Source: an optimization exercise on an open RTL-to-GDS flow (aim: small area, a short achievable clock period and few clock cycles). Production flows keep margins and buffers that such runs may drop. At most, simulation tests tie the RTL to the original design; equivalence was not proved. No activity file was given, so power comes from the tool's default toggle rates.

==> flow/design.v <==
module rle (
	clk,
	nreset,
	start,
	message_addr,
	message_size,
	rle_addr,
	rle_size,
	done,
	port_A_data_in,
	port_A_data_out,
	port_A_addr,
	port_A_we
	);
input	clk;
input	nreset;
input	start;
input 	[31:0] message_addr;
input	[31:0] message_size;
input	[31:0] rle_addr;
input   [31:0] port_A_data_out;
output  [31:0] port_A_data_in;
output  [15:0] port_A_addr;
output  port_A_we;
output	[31:0] rle_size;
output	done;
reg        busy, done_r, we_r;
reg        fin, fin2;     
reg [13:0] A;             
reg [13:0] O;             
reg        rdv;           
reg        allin;         
reg        rlast;         
reg [5:0]  wleft;         
reg [31:0] W;
reg [3:1]  rb;            
reg [2:0]  qe;            
reg [1:0]  pos;           
reg [2:0]  sl;            
reg        cons;          
reg        eb;            
reg        Wv, last, first, half;
reg [7:0]  val, cnt, runs;
reg [15:0] lo;
wire [1:0] vb = message_size[1:0];      
wire go_start = start & ~busy;
assign port_A_we      = we_r;
assign port_A_addr    = {A, 2'b00};
assign port_A_data_in = {val, cnt, lo};
assign rle_size       = {23'b0, runs, 1'b0};
assign done           = done_r;
wire       run  = busy & ~fin & ~fin2;
wire       go   = run & Wv;
wire       nr   = eb | first;
wire       emit = eb & ~first;
wire [7:0] byt  = W[{pos, 3'b000} +: 8];
wire [2:0] q    = {1'b0, pos} + sl;                       
wire [2:0] nq   = rb[1] ? 3'd1 : rb[2] ? 3'd2 : rb[3] ? 3'd3 : qe;
wire [3:1] rbn  = rb[1] ? {rb[3:2], 1'b0} : rb[2] ? {rb[3], 2'b00} : 3'b000;
wire       consn = ~|rb;
wire [31:0] d = port_A_data_out;
wire [3:0] bl;
assign bl[0] = d[7:0]   != W[31:24];
assign bl[1] = d[15:8]  != d[7:0];
assign bl[2] = d[23:16] != d[15:8];
assign bl[3] = d[31:24] != d[23:16];
wire [3:1] ml;                                            
assign ml[1] = rlast & (vb == 2'd1);
assign ml[2] = rlast & (vb == 2'd1 || vb == 2'd2);
assign ml[3] = rlast & (vb != 2'd0);
wire [3:1] stl = bl[3:1] & ~ml;
wire [2:0] qel = rlast ? {vb == 2'd0, vb} : 3'd4;
wire [2:0] q0  = stl[1] ? 3'd1 : stl[2] ? 3'd2 : stl[3] ? 3'd3 : qel;
wire [3:1] rb0 = stl[1] ? {stl[3:2], 1'b0} : stl[2] ? {stl[3], 2'b00} : 3'b000;
wire land = busy & rdv;
wire free1 = land ? ~|bl[3:1] : (go & ~cons) ? consn : 1'b1;
wire issue = run & ~we_r & ~allin & free1;
wire first_n = first & ~go;
wire half_n  = half ^ (go & emit);
wire fin_n   = go & cons & last;
wire we_n    = (half_n & ((go & ~cons) | (land & bl[0] & ~first_n) | fin_n)) |
               (fin & ~half);
wire [13:0] inc = A + 14'd1;
wire [13:0] pr  = we_r ? O : (issue ? inc : A);
wire [13:0] pw  = we_r ? inc : O;
always @(posedge clk or negedge nreset) begin
	if (!nreset) begin
		busy <= 1'b0;
		done_r <= 1'b0;
		we_r <= 1'b0;
		fin <= 1'b0;
		fin2 <= 1'b0;
		rdv <= 1'b0;
		Wv <= 1'b0;
		first <= 1'b1;
		half <= 1'b0;
	end else if (go_start) begin
		busy <= 1'b1;
		done_r <= 1'b0;
		we_r <= 1'b0;
		fin <= 1'b0;
		fin2 <= 1'b0;
		rdv <= 1'b0;
		Wv <= 1'b0;
		first <= 1'b1;
		half <= 1'b0;
	end else begin
		we_r <= we_n;
		rdv <= issue;
		first <= first_n;
		half <= half_n | (fin & ~half);
		fin <= fin_n;
		fin2 <= fin & ~half;
		if (land) Wv <= 1'b1;
		else if (go & cons) Wv <= 1'b0;
		if ((fin & half) | fin2) begin
			busy <= 1'b0;
			done_r <= 1'b1;
		end
	end
end
always @(posedge clk) begin
	if (go_start) begin
		A <= message_addr[15:2];
		O <= rle_addr[15:2];
		wleft <= message_size[7:2] - {5'd0, (vb == 2'd0)};
		allin <= 1'b0;
		runs <= 8'd0;
	end else begin
		A <= we_n ? pw : pr;
		O <= we_n ? pr : pw;
		if (issue) begin
			wleft <= wleft - 6'd1;
			rlast <= (wleft == 6'd0);
			if (wleft == 6'd0) allin <= 1'b1;
		end
		if (go) begin
			rb <= rbn;
			pos <= q[1:0];
			sl <= nq - q;
			cons <= consn;
			eb <= 1'b1;
			if (nr) begin
				val <= byt;
				cnt <= {5'd0, sl};
			end else
				cnt <= cnt + {5'd0, sl};
			if (emit) begin
				runs <= runs + 8'd1;
				if (!half) lo <= {val, cnt};
			end
		end
		if (land) begin
			W <= d;
			rb <= rb0;
			qe <= qel;
			sl <= q0;
			cons <= ~|stl;
			eb <= bl[0];
			last <= rlast;
			pos <= 2'd0;
		end
		if (fin) begin
			runs <= runs + 8'd1;
			if (!half) begin
				lo <= {val, cnt};
				val <= 8'd0;
				cnt <= 8'd0;
			end
		end
	end
end
endmodule
clock: 4.0 ns
lec_check: 0
cap_margin: 20
core_margin: 2
core_utilization: 40
place_density: 0.6
setup_slack_margin: 2.0
slew_margin: 20
run.sh (not shown) runs the stock make flow with config.mk's settings and CLKGATE_MAP_FILE= SYNTH_SCRIPT=/design/flow/synth_recipe.tcl, a recipe that flattens the netlist after the stock synthesis.
Next try:
--- a/flow/design.v
+++ b/flow/design.v
@@ -36,8 +36,9 @@
 reg [3:1]  rb;            
 reg [2:0]  qe;            
 reg [1:0]  pos;           
 reg [2:0]  sl;            
+reg [2:0]  q;             
 reg        cons;          
 reg        eb;            
 reg        Wv, last, first, half;
 reg [7:0]  val, cnt, runs;
@@ -53,12 +54,14 @@
 wire       go   = run & Wv;
 wire       nr   = eb | first;
 wire       emit = eb & ~first;
 wire [7:0] byt  = W[{pos, 3'b000} +: 8];
-wire [2:0] q    = {1'b0, pos} + sl;                       
 wire [2:0] nq   = rb[1] ? 3'd1 : rb[2] ? 3'd2 : rb[3] ? 3'd3 : qe;
 wire [3:1] rbn  = rb[1] ? {rb[3:2], 1'b0} : rb[2] ? {rb[3], 2'b00} : 3'b000;
 wire       consn = ~|rb;
+wire [3:0] clo  = {1'b0, cnt[2:0]} + {1'b0, sl};
+wire [4:0] chi1 = cnt[7:3] + 5'd1;
+wire [7:0] cadd = {clo[3] ? chi1 : cnt[7:3], clo[2:0]};
 wire [31:0] d = port_A_data_out;
 wire [3:0] bl;
 assign bl[0] = d[7:0]   != W[31:24];
 assign bl[1] = d[15:8]  != d[7:0];
@@ -80,10 +83,20 @@
 wire fin_n   = go & cons & last;
 wire we_n    = (half_n & ((go & ~cons) | (land & bl[0] & ~first_n) | fin_n)) |
                (fin & ~half);
 wire [13:0] inc = A + 14'd1;
-wire [13:0] pr  = we_r ? O : (issue ? inc : A);
-wire [13:0] pw  = we_r ? inc : O;
+wire [13:0] pr0 = we_r ? O : A;        
+wire [13:0] pr1 = we_r ? O : inc;      
+wire [13:0] pw  = we_r ? inc : O;      
+reg  [13:0] A_n, O_n;
+always @(*) begin
+	case ({we_n, issue})
+		2'b00: begin A_n = pr0; O_n = pw; end
+		2'b01: begin A_n = pr1; O_n = pw; end
+		2'b10: begin A_n = pw;  O_n = pr0; end
+		default: begin A_n = pw; O_n = pr1; end
+	endcase
+end
 always @(posedge clk or negedge nreset) begin
 	if (!nreset) begin
 		busy <= 1'b0;
 		done_r <= 1'b0;
@@ -126,26 +139,27 @@
 		wleft <= message_size[7:2] - {5'd0, (vb == 2'd0)};
 		allin <= 1'b0;
 		runs <= 8'd0;
 	end else begin
-		A <= we_n ? pw : pr;
-		O <= we_n ? pr : pw;
+		A <= A_n;
+		O <= O_n;
 		if (issue) begin
 			wleft <= wleft - 6'd1;
 			rlast <= (wleft == 6'd0);
 			if (wleft == 6'd0) allin <= 1'b1;
 		end
 		if (go) begin
 			rb <= rbn;
 			pos <= q[1:0];
+			q <= nq;
 			sl <= nq - q;
 			cons <= consn;
 			eb <= 1'b1;
 			if (nr) begin
 				val <= byt;
 				cnt <= {5'd0, sl};
 			end else
-				cnt <= cnt + {5'd0, sl};
+				cnt <= cadd;
 			if (emit) begin
 				runs <= runs + 8'd1;
 				if (!half) lo <= {val, cnt};
 			end
@@ -154,8 +168,9 @@
 			W <= d;
 			rb <= rb0;
 			qe <= qel;
 			sl <= q0;
+			q <= q0;
 			cons <= ~|stl;
 			eb <= bl[0];
 			last <= rlast;
 			pos <= 2'd0;
=>
- The new run passed the timing, DRC and antenna checks
- hold slack improves by 4.6 ps
- sequential power grows by about 2%
- combinational power grows by about 25%
- routed wire length grows by 14%
- via count grows by about 11%
- design area grows by 8.5%
- power grows by 15%
- non-clock buffer count grows by 44
- synthesized cell count grows by about 6%
- count of clock-buffer cells in the layout grows by 1
- clock skew barely changes
- global-route usage grows by 1.9 points
- first-iteration DRC count grows by about 13%
- maximum frequency shrinks by about 2%
No functional check of the RTL was part of any run of this note.

## lane 1
rle, a different RTL version from the one above (not shown whole).
Size: roughly 7600 µm² of cells after synthesis.
==> module rle, before the edit <==
module rle (
	clk,
	nreset,
	start,
	message_addr,
	message_size,
	rle_addr,
	rle_size,
	done,
	port_A_data_in,
	port_A_data_out,
	port_A_addr,
	port_A_we
	);
input	clk;
input	nreset;
input	start;
input 	[31:0] message_addr;
input	[31:0] message_size;
input	[31:0] rle_addr;
input   [31:0] port_A_data_out;
output  [31:0] port_A_data_in;
output  [15:0] port_A_addr;
output  port_A_we;
output	[31:0] rle_size;
output	done;
reg        busy, done_r, we_r;
reg        fin, fin2;     
reg [13:0] R;             
reg [13:0] Wp;            
reg        rdv;           
reg        allin;         
reg        rlast;         
reg [5:0]  wleft;         
reg [31:0] W;
reg [3:1]  rb;            
reg [2:0]  qe;            
reg [1:0]  pos;           
reg [2:0]  sl;            
reg [2:0]  q;             
reg        cons;          
reg        eb;            
reg        sv;            
reg [7:0]  sb;            
reg [2:0]  ssl;           
reg        Wv, last, first, half;
reg [7:0]  val, cnt, runs;
reg [15:0] lo;
wire [1:0] vb = message_size[1:0];      
wire go_start = start & ~busy;
assign port_A_we      = we_r;
assign port_A_addr    = {(we_r ? Wp : R), 2'b00};
assign port_A_data_in = {val, cnt, lo};
assign rle_size       = {23'b0, runs, 1'b0};
assign done           = done_r;
wire       run  = busy & ~fin & ~fin2;
wire       go   = run & Wv & ~sv;
wire       nr   = eb | first;
wire       emit = sv | (go & eb & ~first);
wire [7:0] byt  = W[{pos, 3'b000} +: 8];
wire [2:0] nq   = rb[1] ? 3'd1 : rb[2] ? 3'd2 : rb[3] ? 3'd3 : qe;
wire [3:1] rbn  = rb[1] ? {rb[3:2], 1'b0} : rb[2] ? {rb[3], 2'b00} : 3'b000;
wire       consn = ~|rb;                       
wire       few  = ~((rb[1] & rb[2]) | (rb[1] & rb[3]) | (rb[2] & rb[3]));
wire [3:0] clo  = {1'b0, cnt[2:0]} + {1'b0, sl};
wire [4:0] chi1 = cnt[7:3] + 5'd1;
wire [7:0] cadd = {clo[3] ? chi1 : cnt[7:3], clo[2:0]};
wire [31:0] d = port_A_data_out;
wire [3:0] bl;
assign bl[0] = d[7:0]   != W[31:24];
assign bl[1] = d[15:8]  != d[7:0];
assign bl[2] = d[23:16] != d[15:8];
assign bl[3] = d[31:24] != d[23:16];
wire [3:1] ml;                                            
assign ml[1] = rlast & (vb == 2'd1);
assign ml[2] = rlast & (vb == 2'd1 || vb == 2'd2);
assign ml[3] = rlast & (vb != 2'd0);
wire [3:1] stl = bl[3:1] & ~ml;
wire [2:0] qel = rlast ? {vb == 2'd0, vb} : 3'd4;
wire [2:0] q0  = stl[1] ? 3'd1 : stl[2] ? 3'd2 : stl[3] ? 3'd3 : qel;
wire [3:1] rb0 = stl[1] ? {stl[3:2], 1'b0} : stl[2] ? {stl[3], 2'b00} : 3'b000;
wire land  = busy & rdv;
wire early = land & go & ~cons;       
wire nland = land & ~early;
wire two_l = ~((bl[1] & bl[2]) | (bl[1] & bl[3]) | (bl[2] & bl[3]));
wire free1 = sv    ? (cons | consn) :
             early ? 1'b0 :
             nland ? two_l :
             (go & ~cons) ? few : 1'b1;
wire issue = run & ~we_r & ~allin & free1;
wire first_n = first & ~go;
wire half_n  = half ^ emit;
wire fin_n   = go & cons & last;
wire we_n    = (half_n & ((go & ~cons) | (nland & bl[0] & ~first_n) |
                          (sv & eb) | fin_n)) |
               (fin & ~half);
always @(posedge clk or negedge nreset) begin
	if (!nreset) begin
		busy <= 1'b0;
		done_r <= 1'b0;
		we_r <= 1'b0;
		fin <= 1'b0;
		fin2 <= 1'b0;
		rdv <= 1'b0;
		Wv <= 1'b0;
		sv <= 1'b0;
		first <= 1'b1;
		half <= 1'b0;
	end else if (go_start) begin
		busy <= 1'b1;
		done_r <= 1'b0;
		we_r <= 1'b0;
		fin <= 1'b0;
		fin2 <= 1'b0;
		rdv <= 1'b0;
		Wv <= 1'b0;
		sv <= 1'b0;
		first <= 1'b1;
		half <= 1'b0;
	end else begin
		we_r <= we_n;
		rdv <= issue;
		first <= first_n;
		half <= half_n | (fin & ~half);
		fin <= fin_n;
		fin2 <= fin & ~half;
		sv <= early;
		if (land) Wv <= 1'b1;
		else if (go & cons) Wv <= 1'b0;
		if ((fin & half) | fin2) begin
			busy <= 1'b0;
			done_r <= 1'b1;
		end
	end
end
always @(posedge clk) begin
	if (go_start) begin
		R <= message_addr[15:2];
		Wp <= rle_addr[15:2];
		wleft <= message_size[7:2] - {5'd0, (vb == 2'd0)};
		allin <= 1'b0;
		runs <= 8'd0;
	end else begin
		if (issue) R <= R + 14'd1;
		if (we_r) Wp <= Wp + 14'd1;
		if (issue) begin
			wleft <= wleft - 6'd1;
			rlast <= (wleft == 6'd0);
			if (wleft == 6'd0) allin <= 1'b1;
		end
		if (emit) begin
			runs <= runs + 8'd1;
			if (!half) lo <= {val, cnt};
		end
		if (sv) begin
			val <= sb;
			cnt <= {5'd0, ssl};
		end
		if (go) begin
			rb <= rbn;
			pos <= q[1:0];
			q <= nq;
			sl <= nq - q;
			cons <= consn;
			eb <= 1'b1;
			if (nr) begin
				val <= byt;
				cnt <= {5'd0, sl};
			end else
				cnt <= cadd;
		end
		if (early) begin
			sb <= W[31:24];
			ssl <= 3'd4 - q;
		end
		if (land) begin
			W <= d;
			rb <= rb0;
			qe <= qel;
			sl <= q0;
			q <= q0;
			cons <= ~|stl;
			eb <= bl[0];
			last <= rlast;
			pos <= 2'd0;
		end
		if (fin) begin
			runs <= runs + 8'd1;
			if (!half) begin
				lo <= {val, cnt};
				val <= 8'd0;
				cnt <= 8'd0;
			end
		end
	end
end
endmodule
export LEC_CHECK = 0
export CAP_MARGIN = 20
export CORE_MARGIN = 2
export CORE_UTILIZATION = 40
export PLACE_DENSITY = 0.6
export SETUP_SLACK_MARGIN = 1.8
export SLEW_MARGIN = 20
create_clock -name core_clock -period 4.0 [get_ports {clk}]
standard.sh (not shown) runs the stock make flow with config.mk's settings and CLKGATE_MAP_FILE= SYNTH_SCRIPT=/design/flow/synth_recipe.tcl, a recipe that flattens the netlist after the stock synthesis.
==> flow/flow/run.sh <==
#!/bin/bash
set -euo pipefail
bash standard.sh "BUFFER_PORTS_ARGS=-buffer_cell sky130_fd_sc_hd__buf_1" finish > standard_flow.log 2>&1
#### Input delta (lane 4 over lane 1)
==> flow/design.v <==
module rle (
	clk,
	nreset,
	start,
	message_addr,
	message_size,
	rle_addr,
	rle_size,
	done,
	port_A_data_in,
	port_A_data_out,
	port_A_addr,
	port_A_we
	);
input	clk;
input	nreset;
input	start;
input 	[31:0] message_addr;
input	[31:0] message_size;
input	[31:0] rle_addr;
input   [31:0] port_A_data_out;
output  [31:0] port_A_data_in;
output  [15:0] port_A_addr;
output  port_A_we;
output	[31:0] rle_size;
output	done;
reg        busy, done_r, we_r;
reg        fin, fin2;     
reg [13:0] R;             
reg [13:0] Wp;            
reg        rdv;           
reg        allin;         
reg        rlast;         
reg [5:0]  wleft;         
reg [31:0] W;
reg [3:1]  rb;            
reg [2:0]  qe;            
reg [1:0]  pos;           
reg [2:0]  sl;            
reg [2:0]  q;             
reg        cons;          
reg        eb;            
reg        Wv, last, first, half;
reg [7:0]  val, cnt, runs;
reg [15:0] lo;
wire [1:0] vb = message_size[1:0];      
wire go_start = start & ~busy;
assign port_A_we      = we_r;
assign port_A_addr    = {(we_r ? Wp : R), 2'b00};
assign port_A_data_in = {val, cnt, lo};
assign rle_size       = {23'b0, runs, 1'b0};
assign done           = done_r;
wire       run  = busy & ~fin & ~fin2;
wire       go   = run & Wv;
wire       nr   = eb | first;
wire       emit = eb & ~first;
wire [7:0] byt  = W[{pos, 3'b000} +: 8];
wire [2:0] nq   = rb[1] ? 3'd1 : rb[2] ? 3'd2 : rb[3] ? 3'd3 : qe;
wire [3:1] rbn  = rb[1] ? {rb[3:2], 1'b0} : rb[2] ? {rb[3], 2'b00} : 3'b000;
wire       consn = ~|rb;
wire [3:0] clo  = {1'b0, cnt[2:0]} + {1'b0, sl};
wire [4:0] chi1 = cnt[7:3] + 5'd1;
wire [7:0] cadd = {clo[3] ? chi1 : cnt[7:3], clo[2:0]};
wire [31:0] d = port_A_data_out;
wire [3:0] bl;
assign bl[0] = d[7:0]   != W[31:24];
assign bl[1] = d[15:8]  != d[7:0];
assign bl[2] = d[23:16] != d[15:8];
assign bl[3] = d[31:24] != d[23:16];
wire [3:1] ml;                                            
assign ml[1] = rlast & (vb == 2'd1);
assign ml[2] = rlast & (vb == 2'd1 || vb == 2'd2);
assign ml[3] = rlast & (vb != 2'd0);
wire [3:1] stl = bl[3:1] & ~ml;
wire [2:0] qel = rlast ? {vb == 2'd0, vb} : 3'd4;
wire [2:0] q0  = stl[1] ? 3'd1 : stl[2] ? 3'd2 : stl[3] ? 3'd3 : qel;
wire [3:1] rb0 = stl[1] ? {stl[3:2], 1'b0} : stl[2] ? {stl[3], 2'b00} : 3'b000;
wire land = busy & rdv;
wire free1 = land ? ~|bl[3:1] : (go & ~cons) ? consn : 1'b1;
wire issue = run & ~we_r & ~allin & free1;
wire first_n = first & ~go;
wire half_n  = half ^ (go & emit);
wire fin_n   = go & cons & last;
wire we_n    = (half_n & ((go & ~cons) | (land & bl[0] & ~first_n) | fin_n)) |
               (fin & ~half);
always @(posedge clk or negedge nreset) begin
	if (!nreset) begin
		busy <= 1'b0;
		done_r <= 1'b0;
		we_r <= 1'b0;
		fin <= 1'b0;
		fin2 <= 1'b0;
		rdv <= 1'b0;
		Wv <= 1'b0;
		first <= 1'b1;
		half <= 1'b0;
	end else if (go_start) begin
		busy <= 1'b1;
		done_r <= 1'b0;
		we_r <= 1'b0;
		fin <= 1'b0;
		fin2 <= 1'b0;
		rdv <= 1'b0;
		Wv <= 1'b0;
		first <= 1'b1;
		half <= 1'b0;
	end else begin
		we_r <= we_n;
		rdv <= issue;
		first <= first_n;
		half <= half_n | (fin & ~half);
		fin <= fin_n;
		fin2 <= fin & ~half;
		if (land) Wv <= 1'b1;
		else if (go & cons) Wv <= 1'b0;
		if ((fin & half) | fin2) begin
			busy <= 1'b0;
			done_r <= 1'b1;
		end
	end
end
always @(posedge clk) begin
	if (go_start) begin
		R <= message_addr[15:2];
		Wp <= rle_addr[15:2];
		wleft <= message_size[7:2] - {5'd0, (vb == 2'd0)};
		allin <= 1'b0;
		runs <= 8'd0;
	end else begin
		if (issue) R <= R + 14'd1;
		if (we_r) Wp <= Wp + 14'd1;
		if (issue) begin
			wleft <= wleft - 6'd1;
			rlast <= (wleft == 6'd0);
			if (wleft == 6'd0) allin <= 1'b1;
		end
		if (go) begin
			rb <= rbn;
			pos <= q[1:0];
			q <= nq;
			sl <= nq - q;
			cons <= consn;
			eb <= 1'b1;
			if (nr) begin
				val <= byt;
				cnt <= {5'd0, sl};
			end else
				cnt <= cadd;
			if (emit) begin
				runs <= runs + 8'd1;
				if (!half) lo <= {val, cnt};
			end
		end
		if (land) begin
			W <= d;
			rb <= rb0;
			qe <= qel;
			sl <= q0;
			q <= q0;
			cons <= ~|stl;
			eb <= bl[0];
			last <= rlast;
			pos <= 2'd0;
		end
		if (fin) begin
			runs <= runs + 8'd1;
			if (!half) begin
				lo <= {val, cnt};
				val <= 8'd0;
				cnt <= 8'd0;
			end
		end
	end
end
endmodule
[summary]
- The final layout from lane 4, which completed every stage, passed the timing, DRC and antenna checks at the end of the flow.
- Lane 1 finished every stage and its layout cleared the timing, DRC and antenna checks.
- In lane 4 relative to lane 1, synthesized cell count had gone down by a few percent.
- Lane 4 ends up with lower number of register bits inferred by synthesis than lane 1 does.
- Summary: with lane 1 as the reference, wire length of the first global-routing pass in lane 4 moved down by a little under 10%.
- Delta (lane 4 minus lane 1): combinational fraction of design power went up 0.7 points; number of rows created at floorplan went down 4.0%.
- In the reports for lane 1 and lane 4, the larger total global routing track utilization belongs to lane 4.
- [lane 4] layout clock buffer count rose 1 relative to lane 1
- In the tables for lane 1 and lane 4, post-route total power reads higher with lane 1.
- Going from lane 1 to lane 4, part of the cycle the worst path needs down 0.28 points; switching part of the total power lost 0.68 points.
- Compare lane 1 and lane 4 | share of cells above drive strength 1 higher: lane 4
- In the flow results for lane 1 and lane 4, the via count of the first global-routing pass is larger on lane 1.
- The total clock network power of lane 1 and that of lane 4 are within noise of each other.
Testbench counts of lane 4, summed over its fixed seeds: cycles 18,174.
For lane 1, only the layout was checked, not whether the RTL still works.

## separate check: timing with driven ports
The results above use ideal ports. As a check the final layouts listed here were re-extracted and re-timed, cells and wires unchanged.
Step 1 (the two cells are an assumption about what drives the block):
set clk [get_ports {clk}]
set_driving_cell -lib_cell sky130_fd_sc_hd__clkbuf_16 $clk
set_driving_cell -lib_cell sky130_fd_sc_hd__buf_2 [delete_from_list [all_inputs] $clk]
Step 2 adds t to the input delays and takes it off the output delays; t is the mean of the earliest and latest rising clock arrival at the registers after step 1. Input paths then give back, and output paths get back, about the clock's delay inside the block.
a / b / c = ideal / step 1 / step 2; a / b = the first two.
run | shift t [ns] | setup WS [ns] | worst hold slack (ns)
the first run of note 1 | 0.460 | 1.605 / 1.601 / 1.141 | 0.489 / 0.489 / 0.489
the second run of note 1 | 0.467 | 1.557 / 1.569 / 1.103 | 0.493 / 0.493 / 0.493
lane 1 | 0.463 | 1.716 / 1.670 / 1.449 | 0.348 / 0.349 / 0.492
lane 4 | 0.447 | 1.727 / 1.690 / 1.413 | 0.321 / 0.333 / 0.485
After both steps setup and hold are still met in every run listed. The setup slack of the first run of note 1, which loses most, moves by -0.004 ns with the drivers and by -0.464 ns with both steps.
